This design comes from an exercise in tuning for small area and a short achievable clock period on the open sky130 flow, not from production work.
Function not checked in this run: the RTL went through the layout flow alone.
Power and IR drop assume default switching activity.

## flow/standard.sh

```bash
#!/bin/bash
# synth_recipe.tcl (not shown) runs the flow's synth.tcl, then flattens the netlist and writes it again
# the make line also repeats each setting of config.mk as NAME=value (left out here)
make -C /OpenROAD-flow-scripts/flow DESIGN_CONFIG=/design/flow/config.mk WORK_HOME=/design/flow/orfs CLKGATE_MAP_FILE= SYNTH_SCRIPT=/design/flow/synth_recipe.tcl "${@:-finish}"
```

## flow/constraint.sdc

```tcl
create_clock -name core_clock -period 5.0 [get_ports {clk}]
set_input_delay 1.0000 -clock core_clock [delete_from_list [all_inputs] [get_ports {clk}]]
set_output_delay 1.0000 -clock core_clock [all_outputs]
set_load 0.01 [all_outputs]
```

## flow/config.mk

```make
export PLATFORM = sky130hd
export DESIGN_NAME = gelu_lut_module
export DESIGN_NICKNAME = gelu_lut_module
export VERILOG_FILES = /design/flow/design.v
export SDC_FILE = /design/flow/constraint.sdc
export NUM_CORES = 4
export LEC_CHECK = 0
export ABC_AREA = 1
export CAP_MARGIN = 70
export CORE_MARGIN = 2
export CORE_UTILIZATION = 40
export SLEW_MARGIN = 70
```

## flow/design.v

```verilog
`timescale 1ns / 1ps
module gelu_lut_module (
    input                       clk,
    input                       rst_n,
    input                       in_valid,
    input      signed [15:0]    in_data,
    output reg                  out_valid,
    output     signed [10:0]    out_data
);
    reg         v1, s1;
    reg  [9:0]  m1, m1n;
    wire [5:0]  c;
    wire [9:0]  xa = in_data[9:0];
    wire [9:0]  lowor;
    genvar gi;
    generate for (gi = 0; gi < 10; gi = gi + 1) begin : g_or
        assign lowor[gi] = |xa[gi:0];
    end endgenerate
    wire [9:0]  mabs = xa ^ ({10{in_data[10]}} & {lowor[8:0], 1'b0});
    wire [5:0]  pos_lo = s1 ? 6'd0 : m1[5:0];
    wire [4:0]  hi     = s1 ? 5'd0 : {1'b0, m1[9:6]};
    wire [6:0]  dlo    = {1'b0, pos_lo} - {1'b0, c};
    always @(posedge clk or negedge rst_n)
        if (!rst_n) begin v1 <= 1'b0; out_valid <= 1'b0; end
        else begin v1 <= in_valid; out_valid <= v1; end
    always @(posedge clk) begin
        s1  <= in_data[10];
        m1  <= mabs;
        m1n <= ~mabs & 10'b0101110000;
    end
    reg  [5:0]  lo2;
    reg         b2;
    reg  [4:0]  hi2, hm2;
    always @(posedge clk) begin
        lo2 <= dlo[5:0];
        b2  <= dlo[6];
        hi2 <= hi;
        hm2 <= hi - 5'd1;
    end
    assign out_data = {b2 ? hm2 : hi2, lo2};
    gelu_c u_c (.a(m1), .an(m1n), .y(c));
endmodule
module gelu_c (input [9:0] a, input [9:0] an, output [5:0] y);
  wire n17, n18, n19, n20, n21, n22, n23,
    n24, n25, n26, n27, n28, n29, n30, n31,
    n32, n33, n34, n35, n37, n38, n39, n40,
    n41, n42, n43, n44, n45, n46, n47, n48,
    n49, n51, n52, n53, n54, n55, n56, n57,
    n58, n59, n60, n61, n62, n63, n64, n65,
    n66, n67, n68, n69, n70, n71, n72, n73,
    n74, n75, n76, n77, n78, n79, n80, n81,
    n82, n83, n84, n85, n86, n87, n88, n89,
    n90, n91, n92, n93, n95, n96, n97, n98,
    n99, n100, n101, n102, n103, n104, n105,
    n106, n107, n108, n109, n110, n111, n112,
    n113, n114, n115, n116, n117, n118, n119,
    n120, n121, n122, n123, n124, n125, n126,
    n127, n128, n129, n130, n131, n132, n133,
    n134, n135, n137, n138, n139, n140, n141,
    n142, n143, n144, n145, n146, n147, n148,
    n149, n150, n151, n152, n153, n154, n155,
    n156, n157, n158, n159, n160, n161, n162,
    n163, n164, n165, n166, n167, n168, n169,
    n170, n171, n172, n173, n174, n175, n176,
    n177, n178, n179, n180, n181, n182, n183,
    n184, n185, n186, n187, n188, n189, n190,
    n191, n192, n193, n194, n195, n196, n197,
    n198, n199, n200, n201, n202, n203, n205,
    n206, n207, n208, n209, n210, n211, n212,
    n213, n214, n215, n216, n217, n218, n219,
    n220, n221, n222, n223, n224, n225, n226,
    n227, n228, n229, n230, n231, n232, n233,
    n234, n235, n236, n237, n238, n239, n240,
    n241, n242, n243, n244, n245, n246, n247,
    n248, n249, n250, n251, n252, n253, n254,
    n255, n256, n257, n258, n259, n260, n261,
    n262, n263, n264, n265, n266, n267, n268,
    n269, n270, n271, n272, n273, n274, n275,
    n276, n277, n278, n279, n280, n281, n282,
    n283, n284, n285, n286, n287, n288, n289,
    n290, n291, n292, n293, n294, n295, n296,
    n297, n298, n299, n300, n301;
  assign n17 = a[8] & a[7];
  assign n18 = an[8] & an[6];
  assign n19 = a[2] & a[1];
  assign n20 = ~a[3] & ~n19;
  assign n21 = a[4] & ~n20;
  assign n22 = an[8] & ~n21;
  assign n23 = a[1] & a[0];
  assign n24 = ~a[3] & ~n23;
  assign n25 = ~a[2] & n24;
  assign n26 = a[4] & ~n25;
  assign n27 = a[8] & n26;
  assign n28 = ~n22 & ~n27;
  assign n29 = an[5] & ~n28;
  assign n30 = a[8] & a[5];
  assign n31 = ~n29 & ~n30;
  assign n32 = a[6] & ~n31;
  assign n33 = ~n18 & ~n32;
  assign n34 = ~a[7] & ~n33;
  assign n35 = ~a[9] & ~n17;
  assign y[5] = ~n34 & n35;
  assign n37 = an[4] & n25;
  assign n38 = a[5] & ~n37;
  assign n39 = an[6] & ~n38;
  assign n40 = n34 & ~n39;
  assign n41 = ~a[3] & ~a[2];
  assign n42 = ~n24 & ~n41;
  assign n43 = a[4] & n42;
  assign n44 = a[8] & an[5];
  assign n45 = ~n43 & n44;
  assign n46 = a[6] & ~n45;
  assign n47 = a[7] & ~n18;
  assign n48 = ~n46 & n47;
  assign n49 = ~n40 & ~n48;
  assign y[4] = ~a[9] & ~n49;
  assign n51 = ~a[2] & ~a[1];
  assign n52 = ~a[0] & n51;
  assign n53 = a[3] & ~n52;
  assign n54 = a[4] & n53;
  assign n55 = a[5] & n54;
  assign n56 = ~a[7] & n18;
  assign n57 = ~n55 & n56;
  assign n58 = a[9] & ~n57;
  assign n59 = an[6] & ~n30;
  assign n60 = ~a[1] & ~a[0];
  assign n61 = a[2] & ~n60;
  assign n62 = ~a[3] & ~n61;
  assign n63 = an[4] & n62;
  assign n64 = an[8] & ~n63;
  assign n65 = an[5] & ~n64;
  assign n66 = ~a[3] & n51;
  assign n67 = a[8] & ~n66;
  assign n68 = a[4] & n67;
  assign n69 = an[4] & ~a[3];
  assign n70 = n52 & n69;
  assign n71 = ~n26 & ~n70;
  assign n72 = an[8] & ~n71;
  assign n73 = an[5] & ~n68;
  assign n74 = ~n72 & n73;
  assign n75 = n65 & ~n74;
  assign n76 = n59 & ~n75;
  assign n77 = ~n46 & ~n76;
  assign n78 = a[7] & ~n77;
  assign n79 = an[8] & an[4];
  assign n80 = a[3] & n61;
  assign n81 = an[4] & ~n80;
  assign n82 = a[8] & ~n81;
  assign n83 = ~n79 & ~n82;
  assign n84 = an[5] & ~n83;
  assign n85 = a[3] & ~n51;
  assign n86 = a[4] & n85;
  assign n87 = n38 & ~n86;
  assign n88 = n59 & ~n87;
  assign n89 = ~n84 & n88;
  assign n90 = ~n32 & ~n89;
  assign n91 = ~a[7] & ~n90;
  assign n92 = ~a[9] & ~n78;
  assign n93 = ~n91 & n92;
  assign y[3] = ~n58 & ~n93;
  assign n95 = n51 & n69;
  assign n96 = an[5] & n95;
  assign n97 = n57 & ~n96;
  assign n98 = a[9] & ~n97;
  assign n99 = an[4] & ~n42;
  assign n100 = n22 & ~n99;
  assign n101 = an[5] & ~n27;
  assign n102 = ~n100 & n101;
  assign n103 = an[8] & n69;
  assign n104 = ~n68 & ~n103;
  assign n105 = a[5] & ~n104;
  assign n106 = a[6] & ~n105;
  assign n107 = ~n102 & n106;
  assign n108 = an[5] & ~n82;
  assign n109 = n26 & ~n53;
  assign n110 = an[8] & a[3];
  assign n111 = ~n109 & n110;
  assign n112 = n108 & ~n111;
  assign n113 = a[3] & n19;
  assign n114 = an[4] & ~n113;
  assign n115 = ~n25 & n114;
  assign n116 = ~n86 & ~n115;
  assign n117 = an[8] & ~n116;
  assign n118 = ~n68 & ~n117;
  assign n119 = a[5] & ~n118;
  assign n120 = an[6] & ~n112;
  assign n121 = ~n119 & n120;
  assign n122 = ~a[7] & ~n107;
  assign n123 = ~n121 & n122;
  assign n124 = a[4] & n80;
  assign n125 = an[8] & ~n124;
  assign n126 = a[5] & ~n125;
  assign n127 = ~n27 & n126;
  assign n128 = ~n75 & ~n127;
  assign n129 = an[6] & ~n128;
  assign n130 = ~n30 & ~n65;
  assign n131 = n46 & ~n130;
  assign n132 = a[7] & ~n131;
  assign n133 = ~n129 & n132;
  assign n134 = ~a[9] & ~n123;
  assign n135 = ~n133 & n134;
  assign y[2] = n98 | n135;
  assign n137 = a[9] & ~a[7];
  assign n138 = a[6] & an[5];
  assign n139 = n125 & n138;
  assign n140 = a[5] & ~n54;
  assign n141 = ~a[2] & ~n23;
  assign n142 = a[3] & ~n141;
  assign n143 = a[4] & n142;
  assign n144 = an[8] & ~n95;
  assign n145 = ~n143 & n144;
  assign n146 = an[5] & ~n145;
  assign n147 = n59 & ~n140;
  assign n148 = ~n146 & n147;
  assign n149 = ~n139 & ~n148;
  assign n150 = n137 & ~n149;
  assign n151 = a[8] & n37;
  assign n152 = ~n20 & ~n113;
  assign n153 = ~n99 & n152;
  assign n154 = an[8] & ~n153;
  assign n155 = n101 & ~n154;
  assign n156 = a[5] & n104;
  assign n157 = ~n72 & n156;
  assign n158 = ~n155 & ~n157;
  assign n159 = ~n151 & ~n158;
  assign n160 = a[6] & ~n159;
  assign n161 = an[4] & a[2];
  assign n162 = a[4] & ~n62;
  assign n163 = ~n19 & n53;
  assign n164 = n162 & ~n163;
  assign n165 = ~n161 & ~n164;
  assign n166 = an[8] & ~n165;
  assign n167 = n108 & ~n166;
  assign n168 = a[4] & n66;
  assign n169 = ~a[0] & n66;
  assign n170 = an[4] & ~n169;
  assign n171 = a[8] & ~n168;
  assign n172 = ~n170 & n171;
  assign n173 = ~n41 & ~n85;
  assign n174 = a[4] & ~n173;
  assign n175 = ~a[3] & ~n141;
  assign n176 = ~n19 & ~n175;
  assign n177 = an[4] & ~n176;
  assign n178 = an[8] & ~n174;
  assign n179 = ~n177 & n178;
  assign n180 = a[5] & ~n172;
  assign n181 = ~n179 & n180;
  assign n182 = an[6] & ~n181;
  assign n183 = ~n167 & n182;
  assign n184 = ~a[7] & ~n183;
  assign n185 = ~n160 & n184;
  assign n186 = ~n74 & ~n127;
  assign n187 = a[8] & n95;
  assign n188 = ~n186 & ~n187;
  assign n189 = an[6] & ~n188;
  assign n190 = n64 & ~n162;
  assign n191 = a[3] & a[2];
  assign n192 = an[4] & ~n191;
  assign n193 = a[5] & ~n192;
  assign n194 = ~n190 & n193;
  assign n195 = ~n43 & ~n63;
  assign n196 = a[8] & ~n195;
  assign n197 = n65 & ~n196;
  assign n198 = a[6] & ~n194;
  assign n199 = ~n197 & n198;
  assign n200 = a[7] & ~n199;
  assign n201 = ~n189 & n200;
  assign n202 = ~a[9] & ~n185;
  assign n203 = ~n201 & n202;
  assign y[1] = n150 | n203;
  assign n205 = a[5] & n26;
  assign n206 = an[4] & ~n85;
  assign n207 = an[5] & ~n206;
  assign n208 = ~n124 & n207;
  assign n209 = ~n205 & ~n208;
  assign n210 = a[6] & ~n209;
  assign n211 = n140 & ~n206;
  assign n212 = ~n66 & n114;
  assign n213 = an[5] & ~n143;
  assign n214 = ~n212 & n213;
  assign n215 = ~n211 & ~n214;
  assign n216 = an[6] & ~n215;
  assign n217 = an[8] & n137;
  assign n218 = ~n210 & n217;
  assign n219 = ~n216 & n218;
  assign n220 = n81 & ~n175;
  assign n221 = a[5] & ~n109;
  assign n222 = ~n220 & n221;
  assign n223 = ~a[0] & n69;
  assign n224 = ~n19 & ~n51;
  assign n225 = ~n223 & ~n224;
  assign n226 = ~a[2] & n223;
  assign n227 = an[5] & ~n225;
  assign n228 = ~n226 & n227;
  assign n229 = an[8] & ~n228;
  assign n230 = ~n222 & n229;
  assign n231 = an[5] & ~n25;
  assign n232 = ~n142 & n231;
  assign n233 = ~n85 & ~n169;
  assign n234 = an[4] & ~n233;
  assign n235 = ~n143 & ~n168;
  assign n236 = ~n234 & n235;
  assign n237 = n87 & n236;
  assign n238 = a[8] & ~n232;
  assign n239 = ~n237 & n238;
  assign n240 = a[6] & ~n230;
  assign n241 = ~n239 & n240;
  assign n242 = ~n61 & n85;
  assign n243 = ~n60 & n174;
  assign n244 = ~n43 & ~n243;
  assign n245 = ~n242 & ~n244;
  assign n246 = ~n19 & ~n141;
  assign n247 = ~n60 & ~n246;
  assign n248 = ~a[3] & ~n247;
  assign n249 = a[3] & ~n246;
  assign n250 = an[4] & ~n249;
  assign n251 = ~n248 & n250;
  assign n252 = an[8] & ~n251;
  assign n253 = ~n245 & n252;
  assign n254 = a[8] & ~n236;
  assign n255 = ~n253 & ~n254;
  assign n256 = a[5] & ~n255;
  assign n257 = an[4] & ~a[1];
  assign n258 = ~a[2] & n53;
  assign n259 = a[2] & n60;
  assign n260 = n24 & ~n259;
  assign n261 = ~n113 & ~n260;
  assign n262 = ~n258 & n261;
  assign n263 = a[4] & ~n262;
  assign n264 = an[8] & ~n257;
  assign n265 = ~n263 & n264;
  assign n266 = n82 & n195;
  assign n267 = an[5] & ~n187;
  assign n268 = ~n266 & n267;
  assign n269 = ~n265 & n268;
  assign n270 = an[6] & ~n269;
  assign n271 = ~n256 & n270;
  assign n272 = ~a[7] & ~n241;
  assign n273 = ~n271 & n272;
  assign n274 = ~n62 & n114;
  assign n275 = ~n43 & ~n274;
  assign n276 = a[8] & ~n275;
  assign n277 = n65 & ~n276;
  assign n278 = ~n169 & n192;
  assign n279 = ~n43 & ~n278;
  assign n280 = a[8] & ~n279;
  assign n281 = ~n190 & ~n280;
  assign n282 = a[5] & ~n281;
  assign n283 = a[6] & ~n277;
  assign n284 = ~n282 & n283;
  assign n285 = n67 & ~n85;
  assign n286 = ~n53 & n170;
  assign n287 = an[8] & ~n26;
  assign n288 = ~n286 & n287;
  assign n289 = an[5] & ~n285;
  assign n290 = ~n288 & n289;
  assign n291 = n26 & ~n191;
  assign n292 = ~n66 & n206;
  assign n293 = ~n291 & ~n292;
  assign n294 = a[8] & ~n293;
  assign n295 = n126 & ~n294;
  assign n296 = an[6] & ~n290;
  assign n297 = ~n295 & n296;
  assign n298 = a[7] & ~n284;
  assign n299 = ~n297 & n298;
  assign n300 = ~a[9] & ~n299;
  assign n301 = ~n273 & n300;
  assign y[0] = n219 | n301;
endmodule
```

## flow/flow/run.sh

```bash
#!/bin/bash
set -euo pipefail
bash standard.sh ADDER_MAP_FILE= \
  "BUFFER_PORTS_ARGS=-buffer_cell sky130_fd_sc_hd__buf_1" \
  "CTS_ARGS=-sink_clustering_enable -repair_clock_nets -dont_use_dummy_load" \
  finish > run_make.log 2>&1
```

==> impl_metrics.toml <==
[timing]
fin_skew_ps = 10.1
setup_viol = 0
layout_setup_ws_ps = 2560
fmax_mhz = 410
fin_crit_ps = 2440
drv_slew = 0
worst_slew_pin_slew_ps = 393
hold_ws_ps = 356
finalCritPeriodShare = 0.488
hold_viol = 0
rsz0062_at_grt = "no"
fin_setup_tns_ps = 0
slew_headroom = 0.738

[clocking]
clkSinkCount = 33
h-tree-depth = 2
clockRootBuffer = "clkbuf_8"
cts.reportedPaths.clkPinSlew_ps = 60
cts_max_path_buffers = 2
cts_tree = "yes"
cts_made_buffers = 5
cts_resized = 0
hold_buffers = 0
worstSkewPairLatency_ps = 280
cts_setup_buffers = 0

[power]
comb_power_share = 0.434
p_seq_frac = 0.390
leakagePower_nw = 1.45
pwr-share-clk = 0.175
p_total_mw = 0.966
intPower_mw = 0.553
p_sw_frac = 0.428
switchingPower_mw = 0.414
vdd_drop_max_mv = 0.189
power_density_mw_per_mm2 = 358

[flow_run]
max-cap-violations = 0

[cells_and_area]
layout_common_cells = "nand2_1, nand3_1, inv_1, nor2_1, buf_1"
final_common_cell = "nand2_1"
final_core_util = 0.451
fin_area_mm2 = 0.00270
drive_gt1_frac = 0.0811
instances_no_fill = 531
final_net_count = 477
diodes = 0
area_growth_pct = 8.11

[drt]
wl_per_cell_um = 12.4
routed_wl_mm = 6.57
firstDrtPassIters = 4
via_count = 2749
ant_nets = 0
drc = 0
viasPerCell = 5.18
dr.first_iter.drc_count = 311

[worst_setup_path]
cp-start-kind = "input pin"
cp.arrival_ps = 2590
crit_path_end_kind = "flip-flop"
reg2reg_from = "m1n[4]"
r2r-end = "lo2[5]"
ff2ff_setup_slack_ps = 2560
criticalPathCategory = "input pin to flip-flop"
crit_fanout = 9
cp.required_ps = 5150
rr_worst_depth = 19

[global_routing]
antenna_found_initial = 0
grt_max_degree = 21
grt_pass1_wl_mm = 11.7
grt_pass1_vias = 2565
grt.overflow.total = 0
grtUsageTotal = 0.202

[synthesis]
synth.ff_latch_count = 33
ys_types = 30
ys_seq_area_frac = 0.268
syn-instance-count = 441
avgSynthCellArea_um2 = 5.67
synthesis.nets = 460
synth_largest_area_cell = "nand2_1"
yosysTopAreaCellShare = 0.260
yosys_warnings = 1
synth_area_leaders = "nand2_1, dfxtp_1, nand3_1, inv_1, nor2_1"
netlist_area_mm2 = 0.00250

[placed_design]
dpl_cell_area_mm2 = 0.00263
portBuffers = 25
dp.cells = 526
post-place-ws_ps = 2240
dp_hpwl_mm = 5.21
place.gp.congestion = 0.977

[min_path]
hold_path.class = "flip-flop to flip-flop"
hold_path_depth = 0
hp-start = "v1"
hold_end = "out_valid"

[floorplanning]
placementRows = 28
dieArea_mm2 = 0.00690
io_pins = 31
die_w_um = 83.1
die_h_um = 83.1
start_util = 0.417
core_mm2 = 0.00599

[run_status]
status = "no timing/DRC/antenna violations"
[how the worst max path moves through the flow]
stage | from | end | slack, ps | cells after the start
2_1_floorplan | in_data[10] | m1[9] | 2520 | 10
4_1_cts | in_data[10] | m1[9] | 2530 | 10
3_5_place_dp | in_data[10] | m1[9] | 2240 | 10
3_3_place_gp | in_data[10] | m1[9] | 2270 | 10
6_report | in_data[10] | m1[9] | 2560 | 10
5_1_grt | m1[1] | lo2[5] | 2280 | 19
[power by group through the flow]
stage / Clock [mW] / Sequential, mW / Combinational, mW
floorplan: 0 / 0.351 / 0.338
finish: 0.170 / 0.377 / 0.420
global route: 0.191 / 0.385 / 0.483
global placement: 0 / 0.379 / 0.416
detailed placement: 0 / 0.381 / 0.416
CTS: 0.178 / 0.375 / 0.418
[cell usage after synthesis, drive strengths merged]
master / number
nand2: 179
xor2: 7
buf: 7
inv: 47
xnor2: 4
dfxtp: 31
mux2: 4
o21bai: 1
nand3b: 1
o32ai: 1
clkinv: 3
dfrtp: 2
nand4: 7
a31oi: 2
o22ai: 1
nor2: 45
a21oi: 16
or2: 1
clkbuf: 8
nand3: 62
o21ai: 11
o211ai: 1
[registers in the layout, summed over array words and instances (netlist names)]
| register | cells |
|---|---|
| m1 | 10 |
| hi2 | 4 |
| lo2 | 6 |
| b2 | 1 |
| v1 | 1 |
| m1n | 4 |
| hm2 | 5 |
| s1 | 1 |
| out_valid | 1 |
[final cells by class]
type,instances,area [um^2]
well taps,75,93.8
multi-input cells,343,1580
flip-flops and latches,33,681
fillers,656,3290
clock buffers,5,68.8
repair buffers,25,93.8
inverters,50,188
[worst max-delay path, stage by stage]
cell	delay, ps
buf_1	180
inv_1	140
o21ai_1	100
a21oi_1	210
nand2_1	120
a21oi_1	210
nand2_1	90
o21ai_0	250
a21oi_1	130
xor2_1	150
[cells by family (layout without fill, tap and decap cells)]
family / after synthesis / after routing / share of synthesized area
and+or+nand+nor: 295 / 295 / 0.503
AOI/OAI and AO/OA: 33 / 33 / 0.0711
muxes: 4 / 4 / 0.0180
xor gates and xnor gates: 11 / 11 / 0.0385
DFF: 33 / 33 / 0.268
buffers and inverters: 65 / 80 / 0.102
[metal layers]
layer	vias to the layer above	global-route usage	share of wire
li1	1421	-	-
met1	1209	0.265	0.46
met2	94	0.316	0.44
met3	25	0.0408	0.066
met4	0	0.0969	0.036
met5	-	0	0

-- what the ideal ports hide --
The results above use ideal ports. As a check the final layout listed here was re-extracted and re-timed, cells and wires unchanged. Step 1 (the two cells are an assumption about what drives the block):
set clk [get_ports {clk}]
set_driving_cell -lib_cell sky130_fd_sc_hd__clkbuf_16 $clk
set_driving_cell -lib_cell sky130_fd_sc_hd__buf_2 [delete_from_list [all_inputs] $clk]
Step 2, shift: input delay + t, output delay - t, t = (earliest + latest rising clock arrival at the registers) / 2. This alone moves slack from input paths to output paths. Slacks: ideal ports / drivers / drivers and shift; pairs: ideal ports / drivers.
shift t [ns]: 0.301
slack for setup (ns): 2.560 / 2.561 / 2.266
slew at the worst register clock pin (ns): 0.06 / 0.06
After both steps setup and hold are still met in this run. For this run, drivers alone change the setup slack by +0.001 ns; drivers and shift together by -0.294 ns.
